What follows belongs to an exercise in optimizing a design on an open flow for small area, a short achievable clock period and few clock cycles per item; a production flow would make more cautious choices. Where RTL was checked, it was by simulation tests only, not by an equivalence proof against the original. The RTL of run 6 was laid out without a check of its function.

File: design.v
module absdiff (
	input  wire [30:0] x,
	input  wire [30:0] y,
	output wire [30:0] d,
	output wire        xgty,
	output wire        xeqy
);
localparam N = 31;
localparam L = 5;
wire [N-1:0] p0 = ~(x ^ y);
wire [N-1:0] g0 = x & ~y;
reg [N-1:0] G;
reg [N-1:0] P;
reg [N-1:0] c;
integer l, i;
always @* begin
	G = g0;
	P = p0;
	for (l = 0; l < L; l = l + 1)
		for (i = 0; i < N; i = i + 1)
			if ((i + 1) % (2 << l) == 0) begin
				G[i] = G[i] | (P[i] & G[i - (1 << l)]);
				P[i] = P[i] & P[i - (1 << l)];
			end
	for (l = L - 2; l >= 0; l = l - 1)
		for (i = 0; i < N; i = i + 1)
			if ((i + 1) % (2 << l) == (1 << l) && i >= (2 << l)) begin
				G[i] = G[i] | (P[i] & G[i - (1 << l)]);
				P[i] = P[i] & P[i - (1 << l)];
			end
	c[0] = G[N-1];
	for (i = 1; i < N; i = i + 1)
		c[i] = G[i-1] | (P[i-1] & G[N-1]);
end
wire gall = G[N-1];
assign d    = p0 ^ c ^ {N{~gall}};
assign xgty = gall;
assign xeqy = P[N-1];
endmodule
module top(
		input wire [31:0] opa,
		input wire [31:0] opb,
		input wire start,
		input wire rst,
		input wire clk,
		output reg done,
		output reg [31:0] result
);
reg        busy;
reg        zf;      
reg        zbp;     
reg        gy;      
reg  [4:0] k;
reg [31:0] a;
reg [31:0] b;
wire        xgty;
wire        xeqy;
wire [30:0] dh;
wire [30:0] xh = a[31:1] & {31{b[0]}};
wire [30:0] yh = b[31:1] & {31{gy}};
absdiff u_absdiff(.x(xh), .y(yh), .d(dh), .xgty(xgty), .xeqy(xeqy));
wire eqt = xeqy & a[0] & b[0];
wire b1  = (b == 32'd1);    
wire fin = zf | eqt | b1;
wire kz  = (k == 5'd0);
always @* begin
	done   = busy & fin & kz;
	result = b;
end
wire accept = start & (~busy | done);
wire [2:0] tz = xh[2:0] ^ yh[2:0];
reg  [30:0] ds;
always @* begin
	if (tz[0])      ds = dh;
	else if (tz[1]) ds = {1'b0, dh[30:1]};
	else if (tz[2]) ds = {2'b0, dh[30:2]};
	else            ds = {3'b0, dh[30:3]};
end
wire opaz = (opa == 32'd0);
wire opbz = (opb == 32'd0);
reg  [4:0] kin;
wire [31:0] oab = opa | opb;
integer i;
always @* begin
	kin = 5'd0;
	for (i = 31; i >= 0; i = i - 1)
		if (oab[i]) kin = i[4:0];
	if (opaz || opbz) kin = 5'd0;
end
always @(posedge clk or negedge rst) begin
	if (~rst) begin
		busy <= 1'b0;
	end else begin
		busy <= start | (busy & ~done);
	end
end
wire zfn = accept ? opaz : (fin | zbp);
wire an0 = accept ? opa[0] : ((|tz) | dh[3]);
wire bn0 = accept ? opb[0] : (~fin & (xgty ? b[0] : a[0]));
always @(posedge clk) begin
	zf  <= zfn;
	gy  <= (an0 | ~bn0) & ~zfn;
	zbp <= accept & opbz;
	if (accept) begin
		a <= opa;
		b <= opb;
		k <= kin;
	end else begin
		a <= {1'b0, ds};
		if (fin) begin
			b <= {b[30:0], 1'b0};
			k <= k - 5'd1;
		end else if (~xgty)
			b <= a;
	end
end
endmodule
File: flow/run.sh
#!/bin/bash
# Standard layout, with plain buf_1 cells as the port buffers.
set -euo pipefail
export BUFFER_PORTS_ARGS="-buffer_cell sky130_fd_sc_hd__buf_1"
bash standard.sh > standard.log 2>&1
File: standard.sh
#!/bin/bash
# synth_recipe.tcl (not shown) runs the flow's synth.tcl, then flattens the netlist and writes it again
# the make line also repeats each setting of config.mk as NAME=value (left out here)
make -C /OpenROAD-flow-scripts/flow DESIGN_CONFIG=/design/flow/config.mk WORK_HOME=/design/flow/orfs CLKGATE_MAP_FILE= SYNTH_SCRIPT=/design/flow/synth_recipe.tcl "${@:-finish}"
File: config.mk
export PLATFORM = sky130hd
export DESIGN_NAME = top
export DESIGN_NICKNAME = top
export VERILOG_FILES = /design/flow/design.v
export SDC_FILE = /design/flow/constraint.sdc
export NUM_CORES = 4
export LEC_CHECK = 0
export CAP_MARGIN = 20
export CORE_MARGIN = 2
export CORE_UTILIZATION = 30
export SETUP_SLACK_MARGIN = 2.7
export SLEW_MARGIN = 20
File: constraint.sdc
create_clock -name core_clock -period 7.0 [get_ports {clk}]
set_input_delay 1.4000 -clock core_clock [delete_from_list [all_inputs] [get_ports {clk}]]
set_output_delay 1.4000 -clock core_clock [all_outputs]
set_load 0.01 [all_outputs]
==> metrics.md, run 1 <==
| Metric | Value |
|---|---|
| Placer Congestion | `0.975` |
| Slew Limit Fails | `0` |
| Met1 WL | `11.7 mm` |
| Setup Skew | `0.00571 ns` |
| Post-synth EDFFs | `37` |
| Final Net Count | `1038` |
| Initial DRC Count | `1092` |
| Via count | `7337` |
| Detail Route met3 WL | `2.29 mm` |
| Most common cell after layout, fill and taps aside | `nand2_1` |
| Post-Synthesis Net Count | `942` |
| Antenna diode count | `0` |
| Synth warn | `2` |
| CTS tree | `built` |
| Worst-path cell chain | `buf_4, buf_4, and2_1, ha_4, nand4_1, nor4_4, and4_4, o21ai_4, nor2_2, buf_2` |
| HP Class | `reg -> reg` |
| Worst Setup End Kind | `output port` |
| Fmax | `0.237 GHz` |
| Filler cells | `2364` |
| Levels on crit path | `10` |
| Worst Max-Slew Pin Slew | `0.860 ns` |
| Area of the die | `23500 sq um` |
| Crit start category | `register` |
| Via density | `5.99` |
| Initial antenna violation count | `0` |
| Initial Utilization | `0.306` |
| Synth-to-layout area growth | `17.3%` |
| HPWL Detailed | `19.7 mm` |
| Global Route Usage Sum | `0.212` |
| Crit path largest cell delay | `0.40 ns` |
| Cell count of the worst hold path | `1` |
| Grt ovf | `0` |
| Register area share after synthesis | `0.274` |
| Root Driver | `clkbuf_16` |
| Slew HR | `0.425` |
| Crit path kind | `reg -> out` |
| Vias in the first global route | `6694` |
| Max Cap Viol | `0` |
| Crit share post-route | `0.604` |
| Worst reg2reg path depth | `15` |
| Global-route wire length before repair | `39.4 mm` |
| Final Hold Viols | `0` |
| Most frequent cells in the layout | `nand2_1, buf_1, o21ai_0, nor2_1, a21oi_1` |
| Routed WL per cell | `21.1 microns` |
| Asr flop ratio synth | `0.0137` |
| RSZ-0062 raised after global routing | `true` |
| Cell mode on critical path | `buf_4` |
| Count of buffer and inverter cells on the critical path | `3` |
| CP required | `5.60 ns` |
| Residual DRC | `0` |
| Crit path max-delay cell type | `edfxtp_1` |
| H-Tree Depth | `3` |
| Row count | `54` |
| Clk buf depth | `2` |
| Synth Flop Type | `edfxtp_1` |
| Syn Inst Count | `843` |
| Finish-stage setup viols | `0` |
| Critical Path Fanout Max | `7` |
| Largest net degree at the start of global routing | `94` |
| Core region area | `21900 sq um` |
| Flops & latches, synth | `73` |
| Count of cell types in the netlist | `71` |
| Sink Count | `73` |
| Total Wirelength | `25.8 mm` |
| Router iterations before antenna repair | `8` |
| Synthesized area | `6690 sq um` |
| Status | `no timing/DRC/antenna violations` |
| Period minus WS final | `4.23 ns` |
| DR WL met2 | `11.3 mm` |
| Chip Height | `153 microns` |
| Top delay family on crit path | `simple AND/OR/NAND/NOR gates` |
| IO Port Bufs | `99` |
| Clock transition at path regs | `0.06 ns` |
| Share of cells above drive strength 1 | `0.0837` |
| Clk latency of the worst-skew pair | `0.34 ns` |
| Antenna viol nets, final | `0` |
| CTS Buf Count | `9` |
| Setup TNS | `0 ns` |
| I/O pin cnt | `100` |
| Fin util | `0.359` |
| DR top layer | `met4` |
| Syn Area/Cell | `7.94 sq um` |
| Die Span X | `153 microns` |
| Critical Path AT | `2.83 ns` |
-- metrics by stage --
stage,setup WS [ns],hold WS [ns],cell area [sq um],cells
after floorplan,3.21,0.522,6690,843
after global placement,2.01,0.587,7300,1190
after detailed placement,1.93,0.588,7300,1190
after CTS,2.44,0.598,7660,1210
after global routing,2.64,0.643,7850,1224
final,2.77,0.609,7850,1224
-- layer usage --
layer | vias to the layer above | GRT usage
li1 | 3364 | -
met3 | 57 | 0.0295
met2 | 447 | 0.321
met4 | 0 | 0.0638
met1 | 3469 | 0.313
met5 | - | 0
-- cells in the mapped netlist (3+ instances only) --
cell type	n	area (sq um)
nor4_1	36	225
xnor2_2	3	48.8
edfxtp_1	37	1110
a21oi_1	50	250
xor2_1	14	123
o22ai_1	20	125
nor4b_1	3	26.3
a221oi_1	4	35.0
nor3_1	17	85.1
a21oi_2	4	35.0
nand2b_1	9	56.3
nand2_1	132	495
o21ai_0	71	355
dfxtp_1	35	701
o221ai_1	8	70.1
nor2_1	63	236
a31oi_1	8	50.1
and4_1	5	43.8
clkbuf_1	22	82.6
o21a_1	6	45.0
inv_1	10	37.5
nand4_1	15	93.8
o31ai_1	5	37.5
o21bai_1	3	22.5
buf_2	13	65.1
a22oi_1	8	60.1
nand3_1	10	50.1
mux2i_1	43	430
and2_1	36	225
ha_1	32	400
a211oi_1	12	90.1
o21ai_1	7	35.0
xnor2_1	32	280
or4_1	5	37.5
buf_6	3	33.8
o211ai_1	7	52.6
a21o_1	9	67.6
-- registers in the layout (all words and copies together), names as in the netlist --
name	cells
a	32
zbp	1
b	32
busy	1
zf	1
k	5
gy	1
-- kinds of logic after synthesis --
kind of cell,Yosys count,synth area share
AOI/OAI and AO/OA,251,0.242
xor gates and xnor gates,50,0.0699
adders and majority gates,32,0.0598
buffers and inverters,49,0.0333
DFF,73,0.274
muxes,48,0.0752
and+or+nand+nor,340,0.246
-- worst paths after layout --
path                            from   end  slack, ns
worst min-delay path            busy  busy       0.61
min in group asynchronous        rst  busy       0.82
worst max register to register  b[0]  a[7]       2.90
worst min register to register  busy  busy       0.61
max in group asynchronous        rst  busy       6.09
worst max-delay path            b[0]  done       2.77
-- layout make-up --
class                           instances  area [sq um]  area share
Clock inverter                          6          81.3      0.0104
Clock buffer                           10           229      0.0292
Inverter                               10          37.5     0.00478
Sequential cell                        73          1840       0.234
Timing Repair Buffer                  124           564      0.0718
Multi-Input combinational cell        721          4750       0.605
Tap cell                              280           350      0.0446
-- worst reg2reg max path, delay by kind of cell, from the launching register on --
family,cells,cell delay [ns]
buffers and inverters,3,0.76
and+or+nand+nor,1,0.15
AOI/OAI and AO/OA,8,1.71
adders and majority gates,1,0.35
xor gates and xnor gates,1,0.41
muxes,1,0.18
DFF,1,0.40
-- what timing repair did --
item                       CTS  global route
gates resized for setup      7            18
setup endpoints to repair  103            68
pin swaps                    1            10
hold buffers                 0             0
setup buffers                4            14
Testbench counts, summed over its fixed seeds: cycles 51,745, items 2,400.
==> run 2: changes to the inputs <==
--- a/config.mk
+++ b/config.mk
@@ -7,6 +7,7 @@
 export LEC_CHECK = 0
 export CAP_MARGIN = 20
 export CORE_MARGIN = 2
-export CORE_UTILIZATION = 30
-export SETUP_SLACK_MARGIN = 2.7
+export CORE_UTILIZATION = 40
+export SETUP_SLACK_MARGIN = 3.2
 export SLEW_MARGIN = 20
+export TNS_END_PERCENT = 5
==> run 2 against run 1 <==
Effect of this change: worst setup slack better by 0.046 ns; worst hold slack got worse by 0.036 ns; cell area up 7.5%; first-iteration DRC count down 2.9%; register-to-register slack gained 0.03 ns; non-clock buffer count increased by 29; synthesized cell count is the same; clock skew rose by 0.0040 ns; critical path type unchanged; highest routed layer unchanged.
==> metrics.md, run 2 <==
| Metric | Value |
|---|---|
| Syn Area/Cell | `7.94 sq um (unchanged)` |
| Min-Delay Startpoint | `zbp (was busy)` |
| Post-synth EDFFs | `37 (unchanged)` |
| IO Port Bufs | `99 (unchanged)` |
| Grt ovf | `0 (unchanged)` |
| Antenna viol nets, final | `0 (unchanged)` |
| Period minus WS final | `4.18 ns (was 4.23 ns)` |
| Worst-path cell chain | `buf_12, and2_1, ha_4, buf_12, nand4_1, nor4_4, and4_4, o21ai_4, nor2_1, buf_2 (was buf_4, buf_4, and2_1, ha_4, nand4_1, nor4_4, and4_4, o21ai_4, nor2_2, buf_2)` |
| Die Span X | `133 microns (was 153 microns)` |
| Xor/xnor share of the synthesized area | `0.0699 (unchanged)` |
| RR Startpoint | `b[0] (unchanged)` |
| Synth Area in Simple Gates | `0.246 (unchanged)` |
| Max Cap Viol | `0 (unchanged)` |
| Met1 WL | `11.3 mm (was 11.7 mm)` |
| Crit path max-delay cell type | `edfxtp_1 (unchanged)` |
| H-Tree Depth | `3 (unchanged)` |
| # hold bufs at CTS | `0 (unchanged)` |
| Design Area, Final | `8440 sq um (was 7850 sq um)` |
| HPWL Detailed | `18.6 mm (was 19.7 mm)` |
| Asr flop ratio synth | `0.0137 (unchanged)` |
| Placed cell area | `7220 sq um (was 7300 sq um)` |
| Final Hold Viols | `0 (unchanged)` |
| CTS tree | `built (unchanged)` |
| Synth-to-layout area growth | `26.1% (was 17.3%)` |
| Residual DRC | `0 (unchanged)` |
| Core region area | `16500 sq um (was 21900 sq um)` |
| Fmax | `0.239 GHz (was 0.237 GHz)` |
| Initial antenna violation count | `0 (unchanged)` |
| Count of cell types in the netlist | `71 (unchanged)` |
| Cell mode on critical path | `buf_12 (was buf_4)` |
| Syn Inst Count | `843 (unchanged)` |
| Most common cell in the netlist | `nand2_1 (unchanged)` |
| Vias in the first global route | `6616 (was 6694)` |
| Synth Area in Compound Gates | `0.242 (unchanged)` |
| R2R Setup Slk | `2.93 ns (was 2.90 ns)` |
| Setup TNS | `0 ns (unchanged)` |
| Flops & latches, synth | `73 (unchanged)` |
| Row count | `47 (was 54)` |
| Area of the die | `17800 sq um (was 23500 sq um)` |
| Mux cell area share after synthesis | `0.0752 (unchanged)` |
| Hold Path End | `zf (was busy)` |
| I/O pin cnt | `100 (unchanged)` |
| Combinational family with the most area after synthesis | `simple AND/OR/NAND/NOR gates (unchanged)` |
| Via density | `6.20 (was 5.99)` |
| HP Class | `reg -> reg (unchanged)` |
| Share of cells above drive strength 1 | `0.151 (was 0.0837)` |
| Adder-Cell Fraction of Synth Area | `0.0598 (unchanged)` |
| Register area share after synthesis | `0.274 (unchanged)` |
| Worst reg2reg path depth | `14 (was 15)` |
| Synth Flop Type | `edfxtp_1 (unchanged)` |
| CTS Buf Count | `9 (unchanged)` |
| Crit path kind | `reg -> out (unchanged)` |
| DR WL met2 | `11.4 mm (was 11.3 mm)` |
| Most frequent cells in the layout | `nand2_1, buf_1, o21ai_0, nor2_1, a21oi_1 (unchanged)` |
| Total Wirelength | `26.0 mm (was 25.8 mm)` |
| Top post-synthesis cells by area | `edfxtp_1, dfxtp_1, nand2_1, mux2i_1, ha_1 (unchanged)` |
| Detail Route met3 WL | `2.62 mm (was 2.29 mm)` |
| Crit start category | `register (unchanged)` |
| Final Net Count | `1067 (was 1038)` |
| Global Route Usage Sum | `0.275 (was 0.212)` |
| Root Driver | `clkbuf_16 (unchanged)` |
| Clock transition at path regs | `0.06 ns (about the same)` |
| Initial Utilization | `0.406 (was 0.306)` |
| Worst Max-Slew Pin Slew | `0.823 ns (was 0.860 ns)` |
| Cell count of the worst hold path | `2 (was 1)` |
| Biggest regs | `a x32, b x32, k x5 (unchanged)` |
| Synth cell count leaders | `nand2_1, o21ai_0, nor2_1, a21oi_1, mux2i_1 (unchanged)` |
| Clk latency of the worst-skew pair | `0.34 ns (about the same)` |
| Yosys top cell area share | `0.166 (unchanged)` |
| Synth warn | `2 (unchanged)` |
| Global-route wire length before repair | `37.9 mm (was 39.4 mm)` |
| Status | `no timing/DRC/antenna violations (unchanged)` |
| Sink Count | `73 (unchanged)` |
| Post-Synthesis Net Count | `942 (unchanged)` |
| Most common cell after layout, fill and taps aside | `nand2_1 (unchanged)` |
| Setup Skew | `0.00975 ns (was 0.00571 ns)` |
| CP required | `5.60 ns (about the same)` |
| Largest net degree at the start of global routing | `93 (was 94)` |
| Critical Path AT | `2.78 ns (was 2.83 ns)` |
| Critical Path Fanout Max | `8 (was 7)` |
| RSZ-0062 raised after global routing | `true (unchanged)` |
| Crit share post-route | `0.597 (was 0.604)` |
| Router iterations before antenna repair | `7 (was 8)` |
| Worst Setup End Kind | `output port (unchanged)` |
| Pre-CTS setup slack | `2.04 ns (was 1.93 ns)` |
| Via count | `7402 (was 7337)` |
| Chip Height | `133 microns (was 153 microns)` |
| Initial DRC Count | `1060 (was 1092)` |
| Routed WL per cell | `21.8 microns (was 21.1 microns)` |
| Largest area contributor in the netlist | `edfxtp_1 (unchanged)` |
| Slew Limit Fails | `0 (unchanged)` |
| DR top layer | `met4 (unchanged)` |
| Slew HR | `0.449 (was 0.425)` |
| Finish-stage setup viols | `0 (unchanged)` |
| Crit path largest cell delay | `0.43 ns (was 0.40 ns)` |
| Filler cells | `1629 (was 2364)` |
| Final WS setup | `2.82 ns (was 2.77 ns)` |
| Clk buf depth | `2 (unchanged)` |
| Worst r2r dst | `a[19] (was a[7])` |
| Critical Path Start | `b[0] (unchanged)` |
| Placer Congestion | `0.915 (was 0.975)` |
| Synthesized area | `6690 sq um (unchanged)` |
[run 2: metal layers]
metal,track usage,up-vias
li1,-,3430
met1,0.406,3454
met2,0.411,461
met3,0.0460,57
met4,0.0822,0
met5,0,-
[run 2: repair_timing]
item	CTS	global route
resized for setup	37	58
setup endpoints to repair	110	95
gates cloned	1	1
setup buffers	17	28
pin swaps	9	24
[run 2: worst max path at each step]
stage / end / slack (ns)
2_1_floorplan: done / 3.21
3_3_place_gp: b[18] / 2.15
3_5_place_dp: b[18] / 2.04
4_1_cts: done / 2.96
5_1_grt: a[19] / 2.74
6_report: done / 2.82
[run 2: stage by stage]
step           cells  hold WS [ns]   util
2_1_floorplan    843         0.522      -
3_3_place_gp    1130         0.569  0.439
3_5_place_dp    1130         0.565  0.439
4_1_cts         1164         0.581  0.479
5_1_grt         1193         0.585  0.513
6_report        1194         0.573  0.513
[run 2: cell families (layout without fill, tap and decap cells)]
| logic type | after synthesis | count (layout) |
|---|---|---|
| xor+xnor | 50 | 50 |
| simple gates | 340 | 340 |
| other cells | 0 | 1 |
| compound gates | 251 | 251 |
| buf+inv | 49 | 179 |
| fa+ha+maj | 32 | 32 |
| flops | 73 | 73 |
| mux | 48 | 48 |
[run 2: area by class of cell]
cell class | count | area [sq um] | share of cell area
sequential | 73 | 1840 | 0.218
clock inverter | 6 | 66.3 | 0.00786
timing repair buffer | 153 | 897 | 0.106
inverter | 10 | 37.5 | 0.00445
tap | 220 | 275 | 0.0326
antenna | 1 | 2.50 | 0.000296
clock buffer | 10 | 239 | 0.0283
multi-input combinational | 721 | 5080 | 0.602
[run 2: critical path: cells and delay by family (launching register included)]
kind                       cells  cell delay, ns
and+or+nand+nor                5            1.22
DFF                            1            0.43
buffers and inverters          3            0.42
adders and majority gates      1            0.29
AOI/OAI and AO/OA              1            0.08
==> run 3: changes to the inputs <==
--- a/design.v
+++ b/design.v
@@ -18,15 +18,9 @@
 	P = p0;
 	for (l = 0; l < L; l = l + 1)
 		for (i = 0; i < N; i = i + 1)
-			if ((i + 1) % (2 << l) == 0) begin
-				G[i] = G[i] | (P[i] & G[i - (1 << l)]);
-				P[i] = P[i] & P[i - (1 << l)];
-			end
-	for (l = L - 2; l >= 0; l = l - 1)
-		for (i = 0; i < N; i = i + 1)
-			if ((i + 1) % (2 << l) == (1 << l) && i >= (2 << l)) begin
-				G[i] = G[i] | (P[i] & G[i - (1 << l)]);
-				P[i] = P[i] & P[i - (1 << l)];
+			if ((i >> l) & 1) begin
+				G[i] = G[i] | (P[i] & G[((i >> l) << l) - 1]);
+				P[i] = P[i] & P[((i >> l) << l) - 1];
 			end
 	c[0] = G[N-1];
 	for (i = 1; i < N; i = i + 1)
@@ -47,9 +41,7 @@
 		output reg [31:0] result
 );
 reg        busy;
-reg        zf;      
-reg        zbp;     
-reg        gy;      
+reg        sb;      
 reg  [4:0] k;
 reg [31:0] a;
 reg [31:0] b;
@@ -57,11 +49,11 @@
 wire        xeqy;
 wire [30:0] dh;
 wire [30:0] xh = a[31:1] & {31{b[0]}};
-wire [30:0] yh = b[31:1] & {31{gy}};
+wire [30:0] yh = b[31:1] & {31{(a[0] | ~b[0]) & ~sb}};
 absdiff u_absdiff(.x(xh), .y(yh), .d(dh), .xgty(xgty), .xeqy(xeqy));
+wire za  = (a == 32'd0);
 wire eqt = xeqy & a[0] & b[0];
-wire b1  = (b == 32'd1);    
-wire fin = zf | eqt | b1;
+wire fin = za | eqt;
 wire kz  = (k == 5'd0);
 always @* begin
 	done   = busy & fin & kz;
@@ -76,8 +68,6 @@
 	else if (tz[2]) ds = {2'b0, dh[30:2]};
 	else            ds = {3'b0, dh[30:3]};
 end
-wire opaz = (opa == 32'd0);
-wire opbz = (opb == 32'd0);
 reg  [4:0] kin;
 wire [31:0] oab = opa | opb;
 integer i;
@@ -85,7 +75,7 @@
 	kin = 5'd0;
 	for (i = 31; i >= 0; i = i - 1)
 		if (oab[i]) kin = i[4:0];
-	if (opaz || opbz) kin = 5'd0;
+	if (opa == 32'd0 || opb == 32'd0) kin = 5'd0;
 end
 always @(posedge clk or negedge rst) begin
 	if (~rst) begin
@@ -94,13 +84,8 @@
 		busy <= start | (busy & ~done);
 	end
 end
-wire zfn = accept ? opaz : (fin | zbp);
-wire an0 = accept ? opa[0] : ((|tz) | dh[3]);
-wire bn0 = accept ? opb[0] : (~fin & (xgty ? b[0] : a[0]));
 always @(posedge clk) begin
-	zf  <= zfn;
-	gy  <= (an0 | ~bn0) & ~zfn;
-	zbp <= accept & opbz;
+	sb <= fin & ~accept;
 	if (accept) begin
 		a <= opa;
 		b <= opb;
==> flow/run.sh (replaced) <==
#!/bin/bash
# Standard layout, with plain buf_1 cells as the port buffers and a power
# (size) recovery pass on non-critical gates after global-route repair.
set -euo pipefail
export BUFFER_PORTS_ARGS="-buffer_cell sky130_fd_sc_hd__buf_1"
export RECOVER_POWER=100
bash standard.sh > standard.log 2>&1
--- a/config.mk
+++ b/config.mk
@@ -8,6 +8,5 @@
 export CAP_MARGIN = 20
 export CORE_MARGIN = 2
 export CORE_UTILIZATION = 40
-export SETUP_SLACK_MARGIN = 3.2
+export SETUP_SLACK_MARGIN = 2.5
 export SLEW_MARGIN = 20
-export TNS_END_PERCENT = 5
==> run 3 against run 2 <==
Effect of this change: still clean on timing, DRC and antenna; area after synthesis shrank 1.2%; non-clock buffer count fell by 37; synthesized cell count shrank 2.3%; maximum frequency is 23% lower; worst setup slack worse by 1.3 ns; worst hold slack better by 0.036 ns; count of clock-buffer cells in the layout did not move; critical path depth is 4 higher; cell area shrank 11%; die area down 1.2%; flip-flop and latch count fell by 2; critical path type is now reg -> reg.
==> metrics.md, run 3 <==
| Metric | Value |
|---|---|
| Chip Height | `133 microns (about the same)` |
| HPWL Detailed | `18.2 mm (was 18.6 mm)` |
| Final Net Count | `1009 (was 1067)` |
| Synth Flop Type | `edfxtp_1 (unchanged)` |
| Fmax | `0.183 GHz (was 0.239 GHz)` |
| Filler cells | `1723 (was 1629)` |
| Crit start category | `register (unchanged)` |
| RSZ-0062 raised after global routing | `false (was true)` |
| Routed WL per cell | `21.1 microns (was 21.8 microns)` |
| Worst Max-Slew Pin Slew | `0.885 ns (was 0.823 ns)` |
| Setup Skew | `0.00475 ns (was 0.00975 ns)` |
| Count of cell types in the netlist | `82 (was 71)` |
| Crit path kind | `reg -> reg (was reg -> out)` |
| Core region area | `16000 sq um (was 16500 sq um)` |
| Slew HR | `0.410 (was 0.449)` |
| Via count | `6853 (was 7402)` |
| Post-Synthesis Net Count | `924 (was 942)` |
| IO Port Bufs | `99 (unchanged)` |
| Via density | `6.06 (was 6.20)` |
| Max Cap Viol | `0 (unchanged)` |
| Post-synth EDFFs | `37 (unchanged)` |
| Placed cell area | `7110 sq um (was 7220 sq um)` |
| Largest area contributor in the netlist | `edfxtp_1 (unchanged)` |
| Clk latency of the worst-skew pair | `0.34 ns (about the same)` |
| Syn Inst Count | `824 (was 843)` |
| CTS tree | `built (unchanged)` |
| H-Tree Depth | `3 (unchanged)` |
| Register area share after synthesis | `0.272 (was 0.274)` |
| Sink Count | `71 (was 73)` |
| Global Route Usage Sum | `0.264 (was 0.275)` |
| Hold Path End | `busy (was zf)` |
| Synth-to-layout area growth | `13.7% (was 26.1%)` |
| R2R Setup Slk | `1.54 ns (was 2.93 ns)` |
| Initial Utilization | `0.413 (was 0.406)` |
| Clock transition at path regs | `0.06 ns (about the same)` |
| Residual DRC | `0 (unchanged)` |
| Area of the die | `17600 sq um (was 17800 sq um)` |
| I/O pin cnt | `100 (unchanged)` |
| Share of cells above drive strength 1 | `0.0853 (was 0.151)` |
| Cell count of the worst hold path | `2 (unchanged)` |
| Root Driver | `clkbuf_16 (unchanged)` |
| Largest net degree at the start of global routing | `58 (was 93)` |
| CP required | `7.23 ns (was 5.60 ns)` |
| Synth warn | `2 (unchanged)` |
| Syn Area/Cell | `8.02 sq um (was 7.94 sq um)` |
| Router iterations before antenna repair | `5 (was 7)` |
| Finish-stage setup viols | `0 (unchanged)` |
| Min-Delay Startpoint | `busy (was zbp)` |
| Clk buf depth | `2 (unchanged)` |
| Most frequent cells in the layout | `nand2_1, buf_1, nor2_1, o21ai_0, a21oi_1 (was nand2_1, buf_1, o21ai_0, nor2_1, a21oi_1)` |
| Yosys top cell area share | `0.168 (was 0.166)` |
| CTS Buf Count | `9 (unchanged)` |
| Worst Setup End Kind | `register (was output port)` |
| Initial antenna violation count | `0 (unchanged)` |
| Period minus WS final | `5.46 ns (was 4.18 ns)` |
| Design Area, Final | `7520 sq um (was 8440 sq um)` |
| Grt ovf | `0 (unchanged)` |
| Flops & latches, synth | `71 (was 73)` |
| Critical Path Fanout Max | `17 (was 8)` |
| Vias in the first global route | `6391 (was 6616)` |
| Slew Limit Fails | `0 (unchanged)` |
| # hold bufs at CTS | `0 (unchanged)` |
| Initial DRC Count | `586 (was 1060)` |
| Final Hold Viols | `0 (unchanged)` |
| RR Startpoint | `b[0] (unchanged)` |
| Setup TNS | `0 ns (unchanged)` |
| Total Wirelength | `23.9 mm (was 26.0 mm)` |
| Global-route wire length before repair | `36.4 mm (was 37.9 mm)` |
| Top post-synthesis cells by area | `edfxtp_1, dfxtp_1, nand2_1, ha_1, mux2i_1 (was edfxtp_1, dfxtp_1, nand2_1, mux2i_1, ha_1)` |
| Asr flop ratio synth | `0.0141 (was 0.0137)` |
| HP Class | `reg -> reg (unchanged)` |
| Crit share post-route | `0.780 (was 0.597)` |
| Reg area | `1800 sq um (was 1840 sq um)` |
| Antenna viol nets, final | `0 (unchanged)` |
| Status | `no timing/DRC/antenna violations (unchanged)` |
| Worst r2r dst | `a[29] (was a[19])` |
| Row count | `46 (was 47)` |
| Synth cell count leaders | `nand2_1, nor2_1, o21ai_0, a21oi_1, mux2i_1 (was nand2_1, o21ai_0, nor2_1, a21oi_1, mux2i_1)` |
| Placer Congestion | `0.934 (was 0.915)` |
| Most common cell after layout, fill and taps aside | `nand2_1 (unchanged)` |
| Critical Path AT | `5.69 ns (was 2.78 ns)` |
| Biggest regs | `a x32, b x32, k x5 (unchanged)` |
| Antenna diode count | `0 (was 1)` |
| Multi-input gate area | `4590 sq um (was 5080 sq um)` |
| Synthesized area | `6610 sq um (was 6690 sq um)` |
| Die Span X | `133 microns (about the same)` |
| Worst reg2reg path depth | `14 (unchanged)` |
| Most common cell in the netlist | `nand2_1 (unchanged)` |
==> run 3: cell count changes after synthesis, sizes merged, moves of 6 or more <==
cell	change
o21ai	-7
nor2	+18
nand2b	-7
nand2	-13
nand3	+6
==> run 3: final cells by class <==
| class | instances | share of cell area |
|---|---|---|
| Sequential cell | 71 | 0.239 |
| Tap cell | 216 | 0.0359 |
| Inverter | 13 | 0.00649 |
| Clock buffer | 10 | 0.0318 |
| Multi-Input combinational cell | 698 | 0.611 |
| Clock inverter | 6 | 0.00799 |
| Timing Repair Buffer | 116 | 0.0676 |
==> run 3: cells by family (layout without fill, tap and decap cells) <==
group | Yosys count | count (layout) | share of synthesized area
AO/OA/AOI/OAI | 238 | 238 | 0.246
XOR/XNOR | 48 | 48 | 0.0704
adder cells (fa/ha/maj) | 33 | 33 | 0.0625
buffers and inverters | 55 | 145 | 0.0413
flip-flops | 71 | 71 | 0.272
multiplexers | 43 | 43 | 0.0661
AND/OR/NAND/NOR | 336 | 336 | 0.242
==> run 3: metal layers <==
metal	vias to the layer above	part of all wire	track usage
li1	3223	-	-
met1	3279	0.47	0.387
met2	308	0.44	0.400
met3	43	0.069	0.0372
met4	0	0.024	0.0824
met5	-	0	0
==> run 3: worst max-delay path by stage <==
| stage | from | to | slack [ns] | cells past startpoint |
|---|---|---|---|---|
| 3_5_place_dp | b[0] | b[11] | 1.46 | 11 |
| 3_3_place_gp | b[0] | b[8] | 1.64 | 11 |
| 4_1_cts | a[0] | done | 2.56 | 11 |
| 6_report | b[0] | a[29] | 1.54 | 14 |
| 2_1_floorplan | b[0] | done | 2.56 | 12 |
| 5_1_grt | b[0] | a[4] | 1.26 | 15 |
==> run 3: metrics by stage <==
| step | util | hold slack (ns) | cells | setup slack, ns |
|---|---|---|---|---|
| 2_1_floorplan | - | 0.504 | 824 | 2.56 |
| 3_3_place_gp | 0.444 | 0.567 | 1103 | 1.64 |
| 3_5_place_dp | 0.444 | 0.598 | 1103 | 1.46 |
| 4_1_cts | 0.469 | 0.613 | 1123 | 2.56 |
| 5_1_grt | 0.470 | 0.661 | 1130 | 1.26 |
| 6_report | 0.470 | 0.609 | 1130 | 1.54 |
==> run 3: what timing repair did <==
action | CTS | global route
endpoints found under the hold margin | 0 | 0
pin swaps | 2 | 4
setup buffers | 4 | 7
gates resized for setup | 15 | 17
gates cloned | 0 | 0
setup endpoints to repair | 107 | 48
==> run 3: worst max-delay path, stage by stage, from the launching register on <==
cell and delay [ns]:
edfxtp_1 0.43, clkbuf_1 0.37, clkbuf_1 0.59, and2_0 0.24
ha_1 0.28, and3_1 0.23, and2_0 0.17, a221oi_1 0.75
o21ai_4 0.22, a211oi_1 0.61, o21bai_1 0.22, a21oi_1 0.23
mux2i_1 0.54, o221ai_1 0.27, o21a_1 0.18
Testbench counts of run 3, summed over its fixed seeds: cycles 52,913, items 2,400.
==> run 4: changes to the inputs <==
==> flow/run.sh (replaced) <==
#!/bin/bash
# Standard layout, with plain buf_1 cells as the port buffers and timing
# repair limited to gate sizing and pin swaps (no buffer insertion).
set -euo pipefail
export BUFFER_PORTS_ARGS="-buffer_cell sky130_fd_sc_hd__buf_1"
export SETUP_MOVE_SEQUENCE="unbuffer,sizeup,swap"
bash standard.sh > standard.log 2>&1
==> run 4 against run 3 <==
Effect of this change: still clean on timing, DRC and antenna; core utilization is 2.9 points higher; count of clock-buffer cells in the layout stayed put; via count increased by 0.51%.
==> metrics.md, run 4 <==
| Metric | Value |
|---|---|
| Status | `no timing/DRC/antenna violations (unchanged)` |
| HPWL Detailed | `18.2 mm (unchanged)` |
| Critical Path Fanout Max | `35 (was 17)` |
| Top delay family on crit path | `simple AND/OR/NAND/NOR gates (was compound AO/OA/AOI/OAI gates)` |
| Worst reg2reg path depth | `15 (was 14)` |
| Critical Path AT | `3.52 ns (was 5.69 ns)` |
| Placer Congestion | `0.934 (unchanged)` |
| H-Tree Depth | `3 (unchanged)` |
| Row count | `46 (unchanged)` |
| Setup bufs post-CTS | `0 (was 4)` |
| Filler cells | `1633 (was 1723)` |
| Largest net degree at the start of global routing | `58 (unchanged)` |
| Clk latency of the worst-skew pair | `0.34 ns (about the same)` |
| Placed cell area | `7110 sq um (unchanged)` |
| Core region area | `16000 sq um (unchanged)` |
| Post-synth EDFFs | `37 (unchanged)` |
| Share of cells above drive strength 1 | `0.140 (was 0.0853)` |
| Via density | `6.16 (was 6.06)` |
| Area of the die | `17600 sq um (unchanged)` |
| Grt peak-use layer | `met2 (unchanged)` |
| Chip Height | `133 microns (unchanged)` |
| Hold Path End | `busy (unchanged)` |
| Global Route Usage Sum | `0.265 (was 0.264)` |
| Synth-to-layout area growth | `20.7% (was 13.7%)` |
| Initial antenna violation count | `0 (unchanged)` |
| Most common cell after layout, fill and taps aside | `nand2_1 (unchanged)` |
| Count of buffer and inverter cells on the critical path | `1 (was 2)` |
| Slew HR | `0.365 (was 0.410)` |
| Antenna viol nets, final | `0 (unchanged)` |
| Met2 Usage GRT | `0.398 (was 0.400)` |
| Levels on crit path | `9 (was 14)` |
| Multi-input gate area | `5120 sq um (was 4590 sq um)` |
| R2R Setup Slk | `2.15 ns (was 1.54 ns)` |
| CTS Buf Count | `9 (unchanged)` |
| Global-route wire length before repair | `36.5 mm (was 36.4 mm)` |
| Crit path largest cell delay | `0.77 ns (was 0.75 ns)` |
| Grt ovf | `0 (unchanged)` |
| Routed WL per cell | `21.6 microns (was 21.1 microns)` |
| Hold Worst Slack | `0.614 ns (was 0.609 ns)` |
| Root Driver | `clkbuf_16 (unchanged)` |
| I/O pin cnt | `100 (unchanged)` |
| Residual DRC | `0 (unchanged)` |
| Count of cell types in the netlist | `82 (unchanged)` |
| Post-Synthesis Net Count | `924 (unchanged)` |
| Asr flop ratio synth | `0.0141 (unchanged)` |
| # hold bufs at CTS | `0 (unchanged)` |
| IO Port Bufs | `99 (unchanged)` |
| Period minus WS final | `4.92 ns (was 5.46 ns)` |
| Worst r2r dst | `a[4] (was a[29])` |
| Most frequent cells in the layout | `nand2_1, buf_1, nor2_1, o21ai_0, a21oi_1 (unchanged)` |
| Worst Max-Slew Pin Slew | `0.953 ns (was 0.885 ns)` |
| Flops & latches, synth | `71 (unchanged)` |
| Crit path kind | `reg -> out (was reg -> reg)` |
| Die Span X | `133 microns (unchanged)` |
| Synth warn | `2 (unchanged)` |
| Max Cap Viol | `0 (unchanged)` |
| Sink Count | `71 (unchanged)` |
| Yosys top cell area share | `0.168 (unchanged)` |
| Most common cell in the netlist | `nand2_1 (unchanged)` |
| Slew Limit Fails | `0 (unchanged)` |
| Register area share after synthesis | `0.272 (unchanged)` |
| Crit start category | `register (unchanged)` |
| Synth cell count leaders | `nand2_1, nor2_1, o21ai_0, a21oi_1, mux2i_1 (unchanged)` |
| Met3 usage | `0.0310 (was 0.0372)` |
| Syn Inst Count | `824 (unchanged)` |
| Cell count of the worst hold path | `2 (unchanged)` |
| Initial DRC Count | `554 (was 586)` |
| Total Wirelength | `24.1 mm (was 23.9 mm)` |
| Worst Setup End Kind | `output port (was register)` |
| Synth Flop Type | `edfxtp_1 (unchanged)` |
| Vias in the first global route | `6376 (was 6391)` |
| Fmax | `0.203 GHz (was 0.183 GHz)` |
| Finish-stage setup viols | `0 (unchanged)` |
| Design Area, Final | `7980 sq um (was 7520 sq um)` |
| Via count | `6888 (was 6853)` |
| Clock transition at path regs | `0.06 ns (about the same)` |
| Clk buf depth | `2 (unchanged)` |
| CTS tree | `built (unchanged)` |
| Syn Area/Cell | `8.02 sq um (unchanged)` |
| CP required | `5.60 ns (was 7.23 ns)` |
| Biggest regs | `a x32, b x32, k x5 (unchanged)` |
| RSZ-0062 raised after global routing | `true (was false)` |
| Setup TNS | `0 ns (unchanged)` |
| Min-Delay Startpoint | `busy (unchanged)` |
| Synthesized area | `6610 sq um (unchanged)` |
| Met1 GRT Util | `0.396 (was 0.387)` |
| Top post-synthesis cells by area | `edfxtp_1, dfxtp_1, nand2_1, ha_1, mux2i_1 (unchanged)` |
| HP Class | `reg -> reg (unchanged)` |
| Reg area | `1800 sq um (about the same)` |
| RR Startpoint | `b[0] (unchanged)` |
| Crit path max-delay cell type | `edfxtp_1 (was a221oi_1)` |
| Setup Skew | `0.00634 ns (was 0.00475 ns)` |
| Antenna diode count | `0 (unchanged)` |
| Final Hold Viols | `0 (unchanged)` |
| Final Net Count | `998 (was 1009)` |
| Initial Utilization | `0.413 (unchanged)` |
| Crit share post-route | `0.703 (was 0.780)` |
| Worst-path cell chain | `a21oi_4, nand2_1, ha_1, nand3_2, nor2_2, and3_4, a41oi_4, nor4b_2, buf_2 (was clkbuf_1, clkbuf_1, and2_0, ha_1, and3_1, and2_0, a221oi_1, o21ai_4, a211oi_1, o21bai_1, a21oi_1, mux2i_1, o221ai_1, o21a_1)` |
| Router iterations before antenna repair | `7 (was 5)` |
| Largest area contributor in the netlist | `edfxtp_1 (unchanged)` |
==> run 4: layout make-up <==
cell class	count	share of cell area
Inverter	13	0.00612
Tap cell	216	0.0339
Timing Repair Buffer	105	0.0549
Sequential cell	71	0.225
Multi-Input combinational cell	698	0.642
Clock buffer	10	0.0300
Clock inverter	6	0.00753
==> run 4: cell families (layout without fill, tap and decap cells) <==
kind of cell	count (synthesis)	in the layout	share of synthesized area
AOI/OAI and AO/OA	238	238	0.246
DFF	71	71	0.272
buffers and inverters	55	134	0.0413
xor gates and xnor gates	48	48	0.0704
muxes	43	43	0.0661
adders and majority gates	33	33	0.0625
and+or+nand+nor	336	336	0.242
==> run 4: how the worst max path moves through the flow <==
stage	startpoint	endpoint	slack, ns
floorplan	b[0]	done	2.56
global placement	b[0]	b[8]	1.64
detailed placement	b[0]	b[11]	1.46
CTS	b[0]	done	2.12
global route	b[0]	done	1.82
finish	b[0]	done	2.08
==> run 4: layer usage <==
metal | routed length (microns) | share of wire
met3 | 2010 | 0.083
met2 | 10600 | 0.44
met4 | 536 | 0.022
met5 | 0 | 0
met1 | 11000 | 0.46
==> run 4: what timing repair did <==
| item | in CTS | in global routing |
|---|---|---|
| gates resized for setup | 50 | 42 |
| setup endpoints to repair | 107 | 99 |
| pin swaps | 17 | 20 |
==> run 4: worst register-to-register path, delay by kind of cell (launching register included) <==
| kind | cells | cell delay [ns] |
|---|---|---|
| flops | 1 | 0.77 |
| compound gates | 5 | 1.66 |
| mux | 1 | 0.28 |
| fa+ha+maj | 1 | 0.28 |
| buf+inv | 2 | 0.50 |
| xor+xnor | 1 | 0.25 |
| simple gates | 5 | 0.99 |
==> run 4: through the flow <==
step	setup slack (ns)	cells	util
after floorplan	2.56	824	-
final	2.08	1119	0.499
after detailed placement	1.46	1103	0.444
after CTS	2.12	1119	0.483
after global placement	1.64	1103	0.444
after global routing	1.82	1119	0.499
==> run 5: changes to the inputs <==
--- a/config.mk
+++ b/config.mk
@@ -8,5 +8,5 @@
 export CAP_MARGIN = 20
 export CORE_MARGIN = 2
 export CORE_UTILIZATION = 40
-export SETUP_SLACK_MARGIN = 2.5
+export SETUP_SLACK_MARGIN = 3
 export SLEW_MARGIN = 20
==> run 5 against run 4 <==
Effect of this change: still clean on timing, DRC and antenna; clock skew down 0.0014 ns; count of clock-buffer cells in the layout down 1; die area unchanged; flip-flop and latch count unchanged; worst hold slack worse by 0.013 ns; synthesized cell count unchanged; wire length about the same; global-route usage up 0.95 points; area after synthesis unchanged; cell count up 0.27%; critical path depth unchanged.
==> metrics.md, run 5 <==
| Metric | Value |
|---|---|
| Fin util | `0.500 (was 0.499)` |
| HP Class | `reg -> reg (unchanged)` |
| Row count | `46 (unchanged)` |
| Residual DRC | `0 (unchanged)` |
| Initial antenna violation count | `0 (unchanged)` |
| CP required | `5.60 ns (about the same)` |
| Global-route wire length before repair | `38.0 mm (was 36.5 mm)` |
| Setup bufs post-CTS | `0 (unchanged)` |
| Antenna diode count | `0 (unchanged)` |
| Design Area, Final | `8000 sq um (was 7980 sq um)` |
| Syn Inst Count | `824 (unchanged)` |
| Final Hold Viols | `0 (unchanged)` |
| Synth Flop Type | `edfxtp_1 (unchanged)` |
| H-Tree Depth | `3 (unchanged)` |
| Initial Utilization | `0.413 (unchanged)` |
| Clk latency of the worst-skew pair | `0.34 ns (about the same)` |
| Synthesized area | `6610 sq um (unchanged)` |
| Placed cell area | `7170 sq um (was 7110 sq um)` |
| Count of cell types in the netlist | `82 (unchanged)` |
| Final Net Count | `1001 (was 998)` |
| Clk buf depth | `2 (unchanged)` |
| Finish-stage setup viols | `0 (unchanged)` |
| RSZ-0062 raised after global routing | `true (unchanged)` |
| Root Driver | `clkbuf_16 (unchanged)` |
| Grt ovf | `0 (unchanged)` |
| Worst reg2reg path depth | `15 (unchanged)` |
| Area of the die | `17600 sq um (unchanged)` |
| Placer Congestion | `0.941 (was 0.934)` |
| Initial DRC Count | `674 (was 554)` |
| Flops & latches, synth | `71 (unchanged)` |
| Yosys top cell area share | `0.168 (unchanged)` |
| Post-Synthesis Net Count | `924 (unchanged)` |
| Largest area contributor in the netlist | `edfxtp_1 (unchanged)` |
| Post-synth EDFFs | `37 (unchanged)` |
| Sink Count | `71 (unchanged)` |
| Max Cap Viol | `0 (unchanged)` |
| Syn Area/Cell | `8.02 sq um (unchanged)` |
| Cell count of the worst hold path | `2 (unchanged)` |
| Worst Setup End Kind | `output port (unchanged)` |
| Crit share post-route | `0.730 (was 0.703)` |
| Worst-path cell chain | `a21oi_4, nand2_1, ha_1, nand4_2, nor2_2, and3_4, a41oi_4, nor4b_4, buf_2 (was a21oi_4, nand2_1, ha_1, nand3_2, nor2_2, and3_4, a41oi_4, nor4b_2, buf_2)` |
| Chip Height | `133 microns (unchanged)` |
| Setup TNS | `0 ns (unchanged)` |
| Crit path kind | `reg -> out (unchanged)` |
| CTS Buf Count | `9 (unchanged)` |
| Synth warn | `2 (unchanged)` |
| Crit path max-delay cell type | `edfxtp_1 (unchanged)` |
| Critical Path Fanout Max | `35 (unchanged)` |
| Top post-synthesis cells by area | `edfxtp_1, dfxtp_1, nand2_1, ha_1, mux2i_1 (unchanged)` |
| Largest net degree at the start of global routing | `58 (unchanged)` |
| Setup Skew | `0.00493 ns (was 0.00634 ns)` |
| Register area share after synthesis | `0.272 (unchanged)` |
| Asr flop ratio synth | `0.0141 (unchanged)` |
| Clock transition at path regs | `0.06 ns (about the same)` |
| Via count | `6837 (was 6888)` |
| Most frequent cells in the layout | `nand2_1, buf_1, nor2_1, o21ai_0, a21oi_1 (unchanged)` |
| Critical Path AT | `3.71 ns (was 3.52 ns)` |
| Worst Max-Slew Pin Slew | `1.01 ns (was 0.953 ns)` |
| Die Span X | `133 microns (unchanged)` |
| I/O pin cnt | `100 (unchanged)` |
| HPWL Detailed | `18.3 mm (was 18.2 mm)` |
| IO Port Bufs | `99 (unchanged)` |
| Hold Worst Slack | `0.601 ns (was 0.614 ns)` |
| Biggest regs | `a x32, b x32, k x5 (unchanged)` |
| Core region area | `16000 sq um (unchanged)` |
| Total Wirelength | `24.1 mm (about the same)` |
| Synth-to-layout area growth | `21.1% (was 20.7%)` |
| Vias in the first global route | `6631 (was 6376)` |
| Antenna viol nets, final | `0 (unchanged)` |
| Routed WL per cell | `21.5 microns (was 21.6 microns)` |
| Status | `no timing/DRC/antenna violations (unchanged)` |
| Via density | `6.09 (was 6.16)` |
| Synth cell count leaders | `nand2_1, nor2_1, o21ai_0, a21oi_1, mux2i_1 (unchanged)` |
| Most common cell in the netlist | `nand2_1 (unchanged)` |
| Crit start category | `register (unchanged)` |
| Global Route Usage Sum | `0.275 (was 0.265)` |
| Filler cells | `1608 (was 1633)` |
| Period minus WS final | `5.11 ns (was 4.92 ns)` |
| Most common cell after layout, fill and taps aside | `nand2_1 (unchanged)` |
| CTS tree | `built (unchanged)` |
| Share of cells above drive strength 1 | `0.145 (was 0.140)` |
| Crit path largest cell delay | `0.79 ns (was 0.77 ns)` |
| Slew HR | `0.326 (was 0.365)` |
| # hold bufs at CTS | `0 (unchanged)` |
| Router iterations before antenna repair | `5 (was 7)` |
| Fmax | `0.196 GHz (was 0.203 GHz)` |
| Slew Limit Fails | `0 (unchanged)` |
-- run 5: cell count changes in the layout (fill, tap and decap cells not counted), sizes merged --
cell	previous run	this run
clkinvlp	1	0
clkbuf	10	9
bufinv	1	2
buf	105	108
inv	13	14
-- run 5: final timing paths --
path / start / endpoint / slack (ns)
max: b[0] / done / 1.89
max in group asynchronous: rst / busy / 6.09
max reg2reg: b[0] / a[4] / 2.05
min: busy / busy / 0.60
min in group asynchronous: rst / busy / 0.82
min reg2reg: busy / busy / 0.60
-- run 5: cell families after synthesis --
logic type	share of synthesized area
compound gates	0.246
xor+xnor	0.0704
fa+ha+maj	0.0625
buf+inv	0.0413
flops	0.272
mux	0.0661
simple gates	0.242
-- run 5: repair_timing --
| action | CTS | global route |
|---|---|---|
| pin swaps | 24 | 12 |
| endpoints found under the setup margin | 108 | 108 |
| resized for setup | 62 | 22 |
| gates cloned | 0 | 0 |
-- run 5: metrics by stage --
step / instances / worst slack (ns)
after CTS: 1122 / 1.89
after global placement: 1106 / 1.68
after global routing: 1122 / 1.66
final: 1122 / 1.89
after detailed placement: 1106 / 1.59
after floorplan: 824 / 3.00
-- run 5: layout make-up --
cell class / count / area (sq um) / share of cell area
multi-input cells: 698 / 5110 / 0.639
flip-flops and latches: 71 / 1800 / 0.224
repair buffers: 108 / 465 / 0.0582
well taps: 216 / 270 / 0.0338
clock buffers: 9 / 225 / 0.0281
clock inverters: 7 / 86.3 / 0.0108
inverters: 13 / 48.8 / 0.00610
-- run 5: per-layer routing --
metal,up-vias,track usage,part of all wire
met5,-,0,0
met3,36,0.0533,0.092
met1,3228,0.404,0.45
met2,350,0.411,0.44
li1,3223,-,-
met4,0,0.0699,0.019
-- run 5: worst max-delay path: cells and delay by family (launching register included) --
family | cells | cell delay [ns]
AO/OA/AOI/OAI | 2 | 0.86
adder cells (fa/ha/maj) | 1 | 0.45
buffers and inverters | 1 | 0.17
AND/OR/NAND/NOR | 5 | 1.07
flip-flops | 1 | 0.79
==> run 6: changes to the inputs <==
==> design.v (replaced) <==
module absdiff (
	input  wire [30:0] x,
	input  wire [30:0] y,
	output wire [30:0] d,
	output wire        xgty,
	output wire        xeqy
);
localparam N = 31;
localparam L = 5;
wire [N-1:0] p0 = ~(x ^ y);
wire [N-1:0] g0 = x & ~y;
reg [N-1:0] G, P, Gn, Pn;
reg [N-1:0] c;
integer l, i;
always @* begin
	G = g0;
	P = p0;
	for (l = 0; l < L; l = l + 1) begin
		for (i = 0; i < N; i = i + 1) begin
			Gn[i] = G[i] | (P[i] & G[(i + N - (1 << l)) % N]);
			Pn[i] = P[i] & P[(i + N - (1 << l)) % N];
		end
		G = Gn;
		P = Pn;
	end
	for (i = 0; i < N; i = i + 1)
		c[i] = G[(i + N - 1) % N];
end
wire gall = c[0];
assign d    = p0 ^ c ^ {N{~gall}};
assign xgty = gall;
assign xeqy = P[0];
endmodule
module top(
		input wire [31:0] opa,
		input wire [31:0] opb,
		input wire start,
		input wire rst,
		input wire clk,
		output reg done,
		output reg [31:0] result
);
reg        busy;
reg        zf;      
reg        zbp;     
reg  [4:0] k;
reg [31:0] a;
reg [31:0] b;
wire        xgty;
wire        xeqy;
wire [30:0] dh;
wire [30:0] xh = a[31:1] & {31{b[0]}};
wire [30:0] yh = b[31:1] & {31{(a[0] | ~b[0]) & ~zf}};
absdiff u_absdiff(.x(xh), .y(yh), .d(dh), .xgty(xgty), .xeqy(xeqy));
wire eqt = xeqy & a[0] & b[0];
wire fin = zf | eqt;
wire kz  = (k == 5'd0);
always @* begin
	done   = busy & fin & kz;
	result = b;
end
wire accept = start & (~busy | done);
wire [2:0] tz = xh[2:0] ^ yh[2:0];
reg  [30:0] ds;
always @* begin
	if (tz[0])      ds = dh;
	else if (tz[1]) ds = {1'b0, dh[30:1]};
	else if (tz[2]) ds = {2'b0, dh[30:2]};
	else            ds = {3'b0, dh[30:3]};
end
wire opaz = (opa == 32'd0);
wire opbz = (opb == 32'd0);
reg  [4:0] kin;
wire [31:0] oab = opa | opb;
integer i;
always @* begin
	kin = 5'd0;
	for (i = 31; i >= 0; i = i - 1)
		if (oab[i]) kin = i[4:0];
	if (opaz || opbz) kin = 5'd0;
end
always @(posedge clk or negedge rst) begin
	if (~rst) begin
		busy <= 1'b0;
	end else begin
		busy <= start | (busy & ~done);
	end
end
always @(posedge clk) begin
	zf  <= accept ? opaz : (fin | zbp);
	zbp <= accept & opbz;
	if (accept) begin
		a <= opa;
		b <= opb;
		k <= kin;
	end else begin
		a <= {1'b0, ds};
		if (fin) begin
			b <= {b[30:0], 1'b0};
			k <= k - 5'd1;
		end else if (~xgty)
			b <= a;
	end
end
endmodule
==> flow/run.sh (replaced) <==
#!/bin/bash
# Standard layout, with plain buf_1 cells as the port buffers.
set -euo pipefail
export BUFFER_PORTS_ARGS="-buffer_cell sky130_fd_sc_hd__buf_1"
bash standard.sh > standard.log 2>&1
--- a/config.mk
+++ b/config.mk
@@ -8,5 +8,5 @@
 export CAP_MARGIN = 20
 export CORE_MARGIN = 2
 export CORE_UTILIZATION = 40
-export SETUP_SLACK_MARGIN = 3
+export SETUP_SLACK_MARGIN = 2.5
 export SLEW_MARGIN = 20
==> run 6 against run 5 <==
Effect of this change: maximum frequency grew 13%; wire length rose by 46%; core utilization fell by 3.8 points; worst hold slack lost 0.12 ns; largest cell class unchanged.
==> metrics.md, run 6 <==
| Metric | Value |
|---|---|
| Status | `no timing/DRC/antenna violations (unchanged)` |
| Initial antenna violation count | `0 (unchanged)` |
| HPWL Detailed | `27.7 mm (was 18.3 mm)` |
| Root Driver | `clkbuf_16 (unchanged)` |
| Biggest regs | `a x32, b x32, k x5 (unchanged)` |
| Synth-to-layout area growth | `13.2% (was 21.1%)` |
| Reg area | `1820 sq um (was 1800 sq um)` |
| Sink Count | `72 (was 71)` |
| Worst reg2reg path depth | `15 (unchanged)` |
| Area of the die | `21000 sq um (was 17600 sq um)` |
| Count of buffer and inverter cells on the critical path | `4 (was 1)` |
| Cell count of the worst hold path | `2 (unchanged)` |
| Slew HR | `0.200 (was 0.326)` |
| Initial Utilization | `0.409 (was 0.413)` |
| Slew Limit Fails | `0 (unchanged)` |
| Most common cell in the netlist | `nand2_1 (unchanged)` |
| Total Wirelength | `35.2 mm (was 24.1 mm)` |
| Crit path largest cell delay | `0.47 ns (was 0.79 ns)` |
| RR Startpoint | `b[0] (unchanged)` |
| Critical Path Fanout Max | `18 (was 35)` |
| IO Port Bufs | `99 (unchanged)` |
| Crit path max-delay cell type | `edfxtp_1 (unchanged)` |
| Crit start category | `register (unchanged)` |
| Post-Synthesis Net Count | `1116 (was 924)` |
| Min-Delay Startpoint | `zbp (was busy)` |
| Clk latency of the worst-skew pair | `0.36 ns (was 0.34 ns)` |
| Crit path kind | `reg -> out (unchanged)` |
| Largest area contributor in the netlist | `edfxtp_1 (unchanged)` |
| Critical Path AT | `3.14 ns (was 3.71 ns)` |
| Setup TNS | `0 ns (unchanged)` |
| Worst Setup End Kind | `output port (unchanged)` |
| Top delay family on crit path | `simple AND/OR/NAND/NOR gates (unchanged)` |
| Die Span X | `145 microns (was 133 microns)` |
| CP required | `5.60 ns (about the same)` |
| RSZ-0062 raised after global routing | `true (unchanged)` |
| H-Tree Depth | `3 (unchanged)` |
| Register area share after synthesis | `0.228 (was 0.272)` |
| Final Net Count | `1174 (was 1001)` |
| Hold Path End | `zf (was busy)` |
| Most frequent cells in the layout | `nand2_1, buf_1, nor2_1, a21oi_1, o21ai_0 (was nand2_1, buf_1, nor2_1, o21ai_0, a21oi_1)` |
| Flops & latches, synth | `72 (was 71)` |
| Syn Area/Cell | `7.82 sq um (was 8.02 sq um)` |
| I/O pin cnt | `100 (unchanged)` |
| Synth warn | `2 (unchanged)` |
| Worst Max-Slew Pin Slew | `1.20 ns (was 1.01 ns)` |
| Fmax | `0.220 GHz (was 0.196 GHz)` |
| Asr flop ratio synth | `0.0139 (was 0.0141)` |
| Via count | `8928 (was 6837)` |
| Final WS setup | `2.46 ns (was 1.89 ns)` |
| Most common cell after layout, fill and taps aside | `nand2_1 (unchanged)` |
| Clk buf depth | `2 (unchanged)` |
| Clock transition at path regs | `0.07 ns (was 0.06 ns)` |
| Placer Congestion | `1.08 (was 0.941)` |
| Pre-CTS setup slack | `1.81 ns (was 1.59 ns)` |
| Top post-synthesis cells by area | `edfxtp_1, dfxtp_1, nand2_1, ha_1, a21oi_1 (was edfxtp_1, dfxtp_1, nand2_1, ha_1, mux2i_1)` |
| Yosys top cell area share | `0.140 (was 0.168)` |
| # hold bufs at CTS | `0 (unchanged)` |
| Max Cap Viol | `0 (unchanged)` |
| Router iterations before antenna repair | `5 (unchanged)` |
| Residual DRC | `0 (unchanged)` |
| Antenna diode count | `0 (unchanged)` |
| Cell mode on critical path | `buf_6` |
| CTS Buf Count | `9 (unchanged)` |
| Routed WL per cell | `26.1 microns (was 21.5 microns)` |
| Count of cell types in the netlist | `93 (was 82)` |
| Worst-path cell chain | `buf_6, buf_6, and2_1, ha_2, nand4_4, nor4_4, a31oi_4, buf_12, nor3b_2, buf_1 (was a21oi_4, nand2_1, ha_1, nand4_2, nor2_2, and3_4, a41oi_4, nor4b_4, buf_2)` |
| Via density | `6.64 (was 6.09)` |
| Antenna viol nets, final | `0 (unchanged)` |
| Final Hold Viols | `0 (unchanged)` |
| Chip Height | `145 microns (was 133 microns)` |
| Global Route Usage Sum | `0.328 (was 0.275)` |
| Finish-stage setup viols | `0 (unchanged)` |
| Synth Flop Type | `edfxtp_1 (unchanged)` |
| Core region area | `19500 sq um (was 16000 sq um)` |
| R2R Setup Slk | `2.68 ns (was 2.05 ns)` |
| Syn Inst Count | `1017 (was 824)` |
| Largest net degree at the start of global routing | `79 (was 58)` |
| Crit share post-route | `0.648 (was 0.730)` |
| Share of cells above drive strength 1 | `0.117 (was 0.145)` |
| Synth cell count leaders | `nand2_1, nor2_1, a21oi_1, o21ai_0 (was nand2_1, nor2_1, o21ai_0, a21oi_1, mux2i_1)` |
| Setup Skew | `0.00844 ns (was 0.00493 ns)` |
| Post-synth EDFFs | `37 (unchanged)` |
| Grt ovf | `0 (unchanged)` |
| Period minus WS final | `4.54 ns (was 5.11 ns)` |
| Global-route wire length before repair | `52.6 mm (was 38.0 mm)` |
| CTS tree | `built (unchanged)` |
| Filler cells | `1993 (was 1608)` |
| Row count | `51 (was 46)` |
| Synthesized area | `7950 sq um (was 6610 sq um)` |
| HP Class | `reg -> reg (unchanged)` |
| Vias in the first global route | `8341 (was 6631)` |
| Multi-input gate area | `5950 sq um (was 5110 sq um)` |
| Initial DRC Count | `1235 (was 674)` |
| Worst r2r dst | `a[10] (was a[4])` |
-- run 6: through the flow --
step | instances | hold slack, ns | cell area (sq um) | utilization
final | 1345 | 0.485 | 9000 | 0.462
after global routing | 1345 | 0.524 | 9000 | 0.462
after CTS | 1345 | 0.476 | 8960 | 0.460
after detailed placement | 1322 | 0.466 | 8330 | 0.428
after global placement | 1322 | 0.483 | 8330 | 0.428
after floorplan | 1017 | 0.419 | 7950 | -
-- run 6: worst max path at each step --
stage / startpoint / to / slack [ns] / depth (start not counted)
floorplan: b[0] / done / 2.67 / 11
global placement: b[0] / done / 1.80 / 10
detailed placement: b[0] / done / 1.81 / 10
CTS: b[0] / done / 2.51 / 10
global route: a[0] / done / 2.35 / 11
finish: b[0] / done / 2.46 / 10
-- run 6: cells by family after synthesis --
kind of cell / Yosys count / synth area share
AOI/OAI and AO/OA: 321 / 0.274
xor gates and xnor gates: 58 / 0.0829
adders and majority gates: 32 / 0.0503
buffers and inverters: 80 / 0.0573
DFF: 72 / 0.228
muxes: 35 / 0.0442
and+or+nand+nor: 419 / 0.263
-- run 6: timing repair --
action	in CTS	in global routing
pin swaps	6	1
setup buffers	6	0
setup endpoints to repair	71	40
cloned	1	0
gates resized for setup	46	7
-- run 6: area by class of cell --
| cell class | instances | area share |
|---|---|---|
| Clock buffer | 10 | 0.0266 |
| Timing Repair Buffer | 113 | 0.0598 |
| Sequential cell | 72 | 0.202 |
| Inverter | 14 | 0.00584 |
| Clock inverter | 6 | 0.00834 |
| Multi-Input combinational cell | 865 | 0.661 |
| Tap cell | 265 | 0.0368 |
-- run 6: worst min-delay path, stage by stage (launching register included) --
cell and delay, ns:
dfxtp_1 0.30, inv_1 0.04, a31oi_1 0.10
-- run 6: metal layers --
| metal | global-route usage | vias to the layer above | routed length [microns] |
|---|---|---|---|
| met1 | 0.464 | 4252 | 14400 |
| met4 | 0.148 | 0 | 1740 |
| met3 | 0.0368 | 96 | 3740 |
| li1 | - | 3940 | - |
| met5 | 0 | - | 0 |
| met2 | 0.503 | 640 | 15300 |

what the ideal ports hide:
The flow's constraints put no driver on any port. The routed layouts listed below were extracted and timed again, unchanged, in two steps.
Step 1 assumes that a clkbuf_16 drives the clock port and a buf_2 every other input.
Step 2 moves the port delays by t, midway between the first and last clock arrival at a register: inputs arrive t later, outputs are due t later. That takes back most of the time a late clock gives input paths.
a / b / c = no drivers / after step 1 / after step 2; a / b = the first two.
run | shift t [ns] | setup WS [ns] | worst hold slack (ns) | worst register clock-pin slew, ns | worst data-port slew with drivers (ns)
run 1 | 0.371 | 2.773 / 2.734 / 2.898 | 0.609 / 0.609 / 0.609 | 0.06 / 0.06 | 0.04
run 2 | 0.383 | 2.820 / 2.776 / 2.930 | 0.573 / 0.573 / 0.573 | 0.07 / 0.07 | 0.04
run 3 | 0.371 | 1.539 / 1.539 / 1.539 | 0.609 / 0.609 / 0.609 | 0.06 / 0.06 | 0.03
run 4 | 0.372 | 2.078 / 2.039 / 2.149 | 0.614 / 0.614 / 0.614 | 0.06 / 0.06 | 0.04
run 5 | 0.376 | 1.891 / 1.851 / 2.051 | 0.601 / 0.601 / 0.601 | 0.06 / 0.06 | 0.04
run 6 | 0.399 | 2.464 / 2.417 / 2.683 | 0.485 / 0.485 / 0.485 | 0.07 / 0.07 | 0.04
After both steps every run listed still meets setup and hold.
